Background: an optimization exercise with open tools, aiming at small area, a short achievable clock period and few clock cycles per item. Do not read the settings as production practice.
Power is estimated from default activity; no workload was simulated.

// bubbleSort
module bubbleSort #(
    parameter SIZE_DATA = 16,
    parameter NUM_VALS  = 8
)(
    input  logic                         i_clk,
    input  logic                         i_rst_n,
    input  logic                         i_start,
    input  logic [NUM_VALS-1:0][SIZE_DATA-1:0]    i_data,
    output logic [NUM_VALS-1:0][SIZE_DATA-1:0]    o_data,
    output logic                         o_done
);
Size: ~2,500 cells after synthesis, about 290 flip-flops, about 260 I/O pins, roughly 0.016 sq mm of cells after synthesis.
==> module bubbleSort, before the edit <==
module bubbleSort #(
    parameter SIZE_DATA = 16,
    parameter NUM_VALS  = 8
)(
    input  logic                         i_clk,
    input  logic                         i_rst_n,
    input  logic                         i_start,
    input  logic [NUM_VALS-1:0][SIZE_DATA-1:0]    i_data,
    output logic [NUM_VALS-1:0][SIZE_DATA-1:0]    o_data,
    output logic                         o_done
);
    logic [1:0] valid;
    always_ff @(posedge i_clk or negedge i_rst_n) begin
        if (!i_rst_n)
            valid <= '0;
        else
            valid <= {valid[0], i_start};
    end
    assign o_done = valid[1];
    logic [3:0] pa0, pa1, pa2, pa3, pb0, pb1, pb2, pb3;
    bs_rank4 ra (.k0(i_data[0]), .k1(i_data[1]), .k2(i_data[2]), .k3(i_data[3]),
                 .sn0(pa0), .sn1(pa1), .sn2(pa2), .sn3(pa3));
    bs_rank4 rb (.k0(i_data[4]), .k1(i_data[5]), .k2(i_data[6]), .k3(i_data[7]),
                 .sn0(pb0), .sn1(pb1), .sn2(pb2), .sn3(pb3));
    logic [SIZE_DATA-1:0] r0_0;
    logic [SIZE_DATA-1:0] r0_1;
    logic [SIZE_DATA-1:0] r0_2;
    logic [SIZE_DATA-1:0] r0_3;
    logic [SIZE_DATA-1:0] r0_4;
    logic [SIZE_DATA-1:0] r0_5;
    logic [SIZE_DATA-1:0] r0_6;
    logic [SIZE_DATA-1:0] r0_7;
    logic [3:0] r0_pa0, r0_pa1, r0_pa2, r0_pa3, r0_pb0, r0_pb1, r0_pb2, r0_pb3;
    always_ff @(posedge i_clk) begin
        r0_0 <= i_data[0];
        r0_1 <= i_data[1];
        r0_2 <= i_data[2];
        r0_3 <= i_data[3];
        r0_4 <= i_data[4];
        r0_5 <= i_data[5];
        r0_6 <= i_data[6];
        r0_7 <= i_data[7];
        r0_pa0 <= pa0;
        r0_pa1 <= pa1;
        r0_pa2 <= pa2;
        r0_pa3 <= pa3;
        r0_pb0 <= pb0;
        r0_pb1 <= pb1;
        r0_pb2 <= pb2;
        r0_pb3 <= pb3;
    end
    logic [SIZE_DATA-1:0] q0, q1, q2, q3, q4, q5, q6, q7;
    bs_pick4 sa (.k0(r0_0), .k1(r0_1), .k2(r0_2), .k3(r0_3),
                 .sn0(r0_pa0), .sn1(r0_pa1), .sn2(r0_pa2), .sn3(r0_pa3),
                 .o0(q0), .o1(q1), .o2(q2), .o3(q3));
    bs_pick4 sb (.k0(r0_4), .k1(r0_5), .k2(r0_6), .k3(r0_7),
                 .sn0(r0_pb0), .sn1(r0_pb1), .sn2(r0_pb2), .sn3(r0_pb3),
                 .o0(q4), .o1(q5), .o2(q6), .o3(q7));
    logic [SIZE_DATA-1:0] m0, m1, m2, m3, m4, m5, m6, m7;
    bs_merge8 mg (.a0(q0), .a1(q1), .a2(q2), .a3(q3),
                  .b0(q4), .b1(q5), .b2(q6), .b3(q7),
                  .o0(m0), .o1(m1), .o2(m2), .o3(m3), .o4(m4), .o5(m5), .o6(m6), .o7(m7));
    always_ff @(posedge i_clk) begin
        o_data[0] <= m0;
        o_data[1] <= m1;
        o_data[2] <= m2;
        o_data[3] <= m3;
        o_data[4] <= m4;
        o_data[5] <= m5;
        o_data[6] <= m6;
        o_data[7] <= m7;
    end
endmodule
Settings: LEC_CHECK=0, ABC_AREA=1, CAP_MARGIN=50, CORE_MARGIN=2, CORE_UTILIZATION=40, SLEW_MARGIN=50; clock period 15.0 ns.
standard.sh (not shown) runs the stock make flow with config.mk's settings and CLKGATE_MAP_FILE= SYNTH_SCRIPT=/design/flow/synth_recipe.tcl, a recipe that flattens the netlist after the stock synthesis.
==> flow/flow/run.sh <==
#!/bin/bash
# Layout flow: the standard ORFS flow (standard.sh) with these changes:
#  - synthesis: if flow/cells_map.v exists, the design's gate-level leaf
#    modules (bs_*) are mapped onto the sky130hd cells of the same function
#    before the rest of synth_recipe.tcl runs; the remaining logic is mapped
#    with flow/abc.script instead of ORFS's abc_area.script. The register
#    mapping is unchanged.
#  - the make variables in flow/make_vars.txt (one VAR=value per line) are
#    added to the make command line, e.g. a larger SETUP_SLACK_MARGIN so
#    repair_timing sizes and buffers the critical paths.
# Each tool's log stays in orfs/logs/; the make output goes to standard_custom.log.
set -euo pipefail
HERE=$(pwd)
cp "$FLOW_HOME/scripts/synth.tcl" synth_abc.tcl
sed -i "s|^source \$::env(SCRIPTS_DIR)/synth_preamble.tcl|&\nset abc_args [lreplace \$abc_args 1 1 $HERE/flow/abc.script]|" synth_abc.tcl
if [[ -f flow/cells_map.v ]]; then
  sed -i "0,/^hierarchy -check -top \$::env(DESIGN_NAME)/s||&\ntechmap -map $HERE/flow/cells_map.v|" synth_abc.tcl
fi
sed "s|\$::env(SCRIPTS_DIR)/synth.tcl|$HERE/synth_abc.tcl|" synth_recipe.tcl > synth_recipe_abc.tcl
EXTRA=""
while IFS= read -r line; do
  [[ -z "$line" || "$line" == \#* ]] && continue
  EXTRA="$EXTRA '$line'"
done < flow/make_vars.txt
sed -e "s|SYNTH_SCRIPT=[^ ]*|SYNTH_SCRIPT=$HERE/synth_recipe_abc.tcl|" \
    -e "s|\"\${@:-finish}\"|$EXTRA &|" standard.sh > standard_custom.sh
bash standard_custom.sh "$@" > standard_custom.log 2>&1
Other scripts of this flow, unchanged in this note and not shown: flow/flow/abc.script, flow/flow/cells_map.v, flow/flow/make_vars.txt
The first run passed the timing, DRC and antenna checks.
Edit:
--- a/flow/design.v
+++ b/flow/design.v
@@ -19,49 +19,40 @@
     assign o_done = valid[1];
     logic [3:0] pa0, pa1, pa2, pa3, pb0, pb1, pb2, pb3;
     bs_rank4 ra (.k0(i_data[0]), .k1(i_data[1]), .k2(i_data[2]), .k3(i_data[3]),
                  .sn0(pa0), .sn1(pa1), .sn2(pa2), .sn3(pa3));
     bs_rank4 rb (.k0(i_data[4]), .k1(i_data[5]), .k2(i_data[6]), .k3(i_data[7]),
                  .sn0(pb0), .sn1(pb1), .sn2(pb2), .sn3(pb3));
+    logic [SIZE_DATA-1:0] q0, q1, q2, q3, q4, q5, q6, q7;
+    bs_pick4 sa (.k0(i_data[0]), .k1(i_data[1]), .k2(i_data[2]), .k3(i_data[3]),
+                 .sn0(pa0), .sn1(pa1), .sn2(pa2), .sn3(pa3),
+                 .o0(q0), .o1(q1), .o2(q2), .o3(q3));
+    bs_pick4 sb (.k0(i_data[4]), .k1(i_data[5]), .k2(i_data[6]), .k3(i_data[7]),
+                 .sn0(pb0), .sn1(pb1), .sn2(pb2), .sn3(pb3),
+                 .o0(q4), .o1(q5), .o2(q6), .o3(q7));
     logic [SIZE_DATA-1:0] r0_0;
     logic [SIZE_DATA-1:0] r0_1;
     logic [SIZE_DATA-1:0] r0_2;
     logic [SIZE_DATA-1:0] r0_3;
     logic [SIZE_DATA-1:0] r0_4;
     logic [SIZE_DATA-1:0] r0_5;
     logic [SIZE_DATA-1:0] r0_6;
     logic [SIZE_DATA-1:0] r0_7;
-    logic [3:0] r0_pa0, r0_pa1, r0_pa2, r0_pa3, r0_pb0, r0_pb1, r0_pb2, r0_pb3;
     always_ff @(posedge i_clk) begin
-        r0_0 <= i_data[0];
-        r0_1 <= i_data[1];
-        r0_2 <= i_data[2];
-        r0_3 <= i_data[3];
-        r0_4 <= i_data[4];
-        r0_5 <= i_data[5];
-        r0_6 <= i_data[6];
-        r0_7 <= i_data[7];
-        r0_pa0 <= pa0;
-        r0_pa1 <= pa1;
-        r0_pa2 <= pa2;
-        r0_pa3 <= pa3;
-        r0_pb0 <= pb0;
-        r0_pb1 <= pb1;
-        r0_pb2 <= pb2;
-        r0_pb3 <= pb3;
+        r0_0 <= q0;
+        r0_1 <= q1;
+        r0_2 <= q2;
+        r0_3 <= q3;
+        r0_4 <= q4;
+        r0_5 <= q5;
+        r0_6 <= q6;
+        r0_7 <= q7;
     end
-    logic [SIZE_DATA-1:0] q0, q1, q2, q3, q4, q5, q6, q7;
-    bs_pick4 sa (.k0(r0_0), .k1(r0_1), .k2(r0_2), .k3(r0_3),
-                 .sn0(r0_pa0), .sn1(r0_pa1), .sn2(r0_pa2), .sn3(r0_pa3),
-                 .o0(q0), .o1(q1), .o2(q2), .o3(q3));
-    bs_pick4 sb (.k0(r0_4), .k1(r0_5), .k2(r0_6), .k3(r0_7),
-                 .sn0(r0_pb0), .sn1(r0_pb1), .sn2(r0_pb2), .sn3(r0_pb3),
-                 .o0(q4), .o1(q5), .o2(q6), .o3(q7));
     logic [SIZE_DATA-1:0] m0, m1, m2, m3, m4, m5, m6, m7;
-    bs_merge8 mg (.a0(q0), .a1(q1), .a2(q2), .a3(q3),
-                  .b0(q4), .b1(q5), .b2(q6), .b3(q7),
+    bs_merge8 mg (.a0(r0_0), .a1(r0_1), .a2(r0_2), .a3(r0_3),
+                  .b0(r0_4), .b1(r0_5), .b2(r0_6), .b3(r0_7),
                   .o0(m0), .o1(m1), .o2(m2), .o3(m3), .o4(m4), .o5(m5), .o6(m6), .o7(m7));
     always_ff @(posedge i_clk) begin
         o_data[0] <= m0;
         o_data[1] <= m1;
         o_data[2] <= m2;
         o_data[3] <= m3;
Outcome: The changed run finished with timing, DRC and antenna clean. Wire length came out higher by about 0.75%. Non-clock buffer count came out higher by 62. Combinational power came out lower by 6.6%. Final area came out higher by 3.0%. Register-to-register slack hardly moves. Fmax came out lower by about 1.7%.
No run of this note included a check of the RTL's function; only the layout flow was run.

==> afterwards: timing with drivers on the ports <==
The results above use ideal ports. As a check the final layouts listed here were re-extracted and re-timed, cells and wires unchanged. Step 1 (the two cells are an assumption about what drives the block):
set clk [get_ports {i_clk}]
set_driving_cell -lib_cell sky130_fd_sc_hd__clkbuf_16 $clk
set_driving_cell -lib_cell sky130_fd_sc_hd__buf_2 [delete_from_list [all_inputs] $clk]
Step 2, shift: input delay + t, output delay - t, t = (earliest + latest rising clock arrival at the registers) / 2. This alone moves slack from input paths to output paths. Three values: ideal ports, drivers, drivers and shift; two values: the first two.
run | t (ns) | slack for setup (ns) | clock arrival spread, ns | pins driven straight from the clock port
the first run | 0.637 | 10.587 / 10.587 / 10.074 | 0.095 / 0.095 | 1
the second run | 0.617 | 10.510 / 10.535 / 9.918 | 0.085 / 0.085 | 1
After both steps every run listed still meets setup and hold. The setup slack of the second run, which loses most, moves by +0.025 ns with the drivers and by -0.592 ns with both steps.
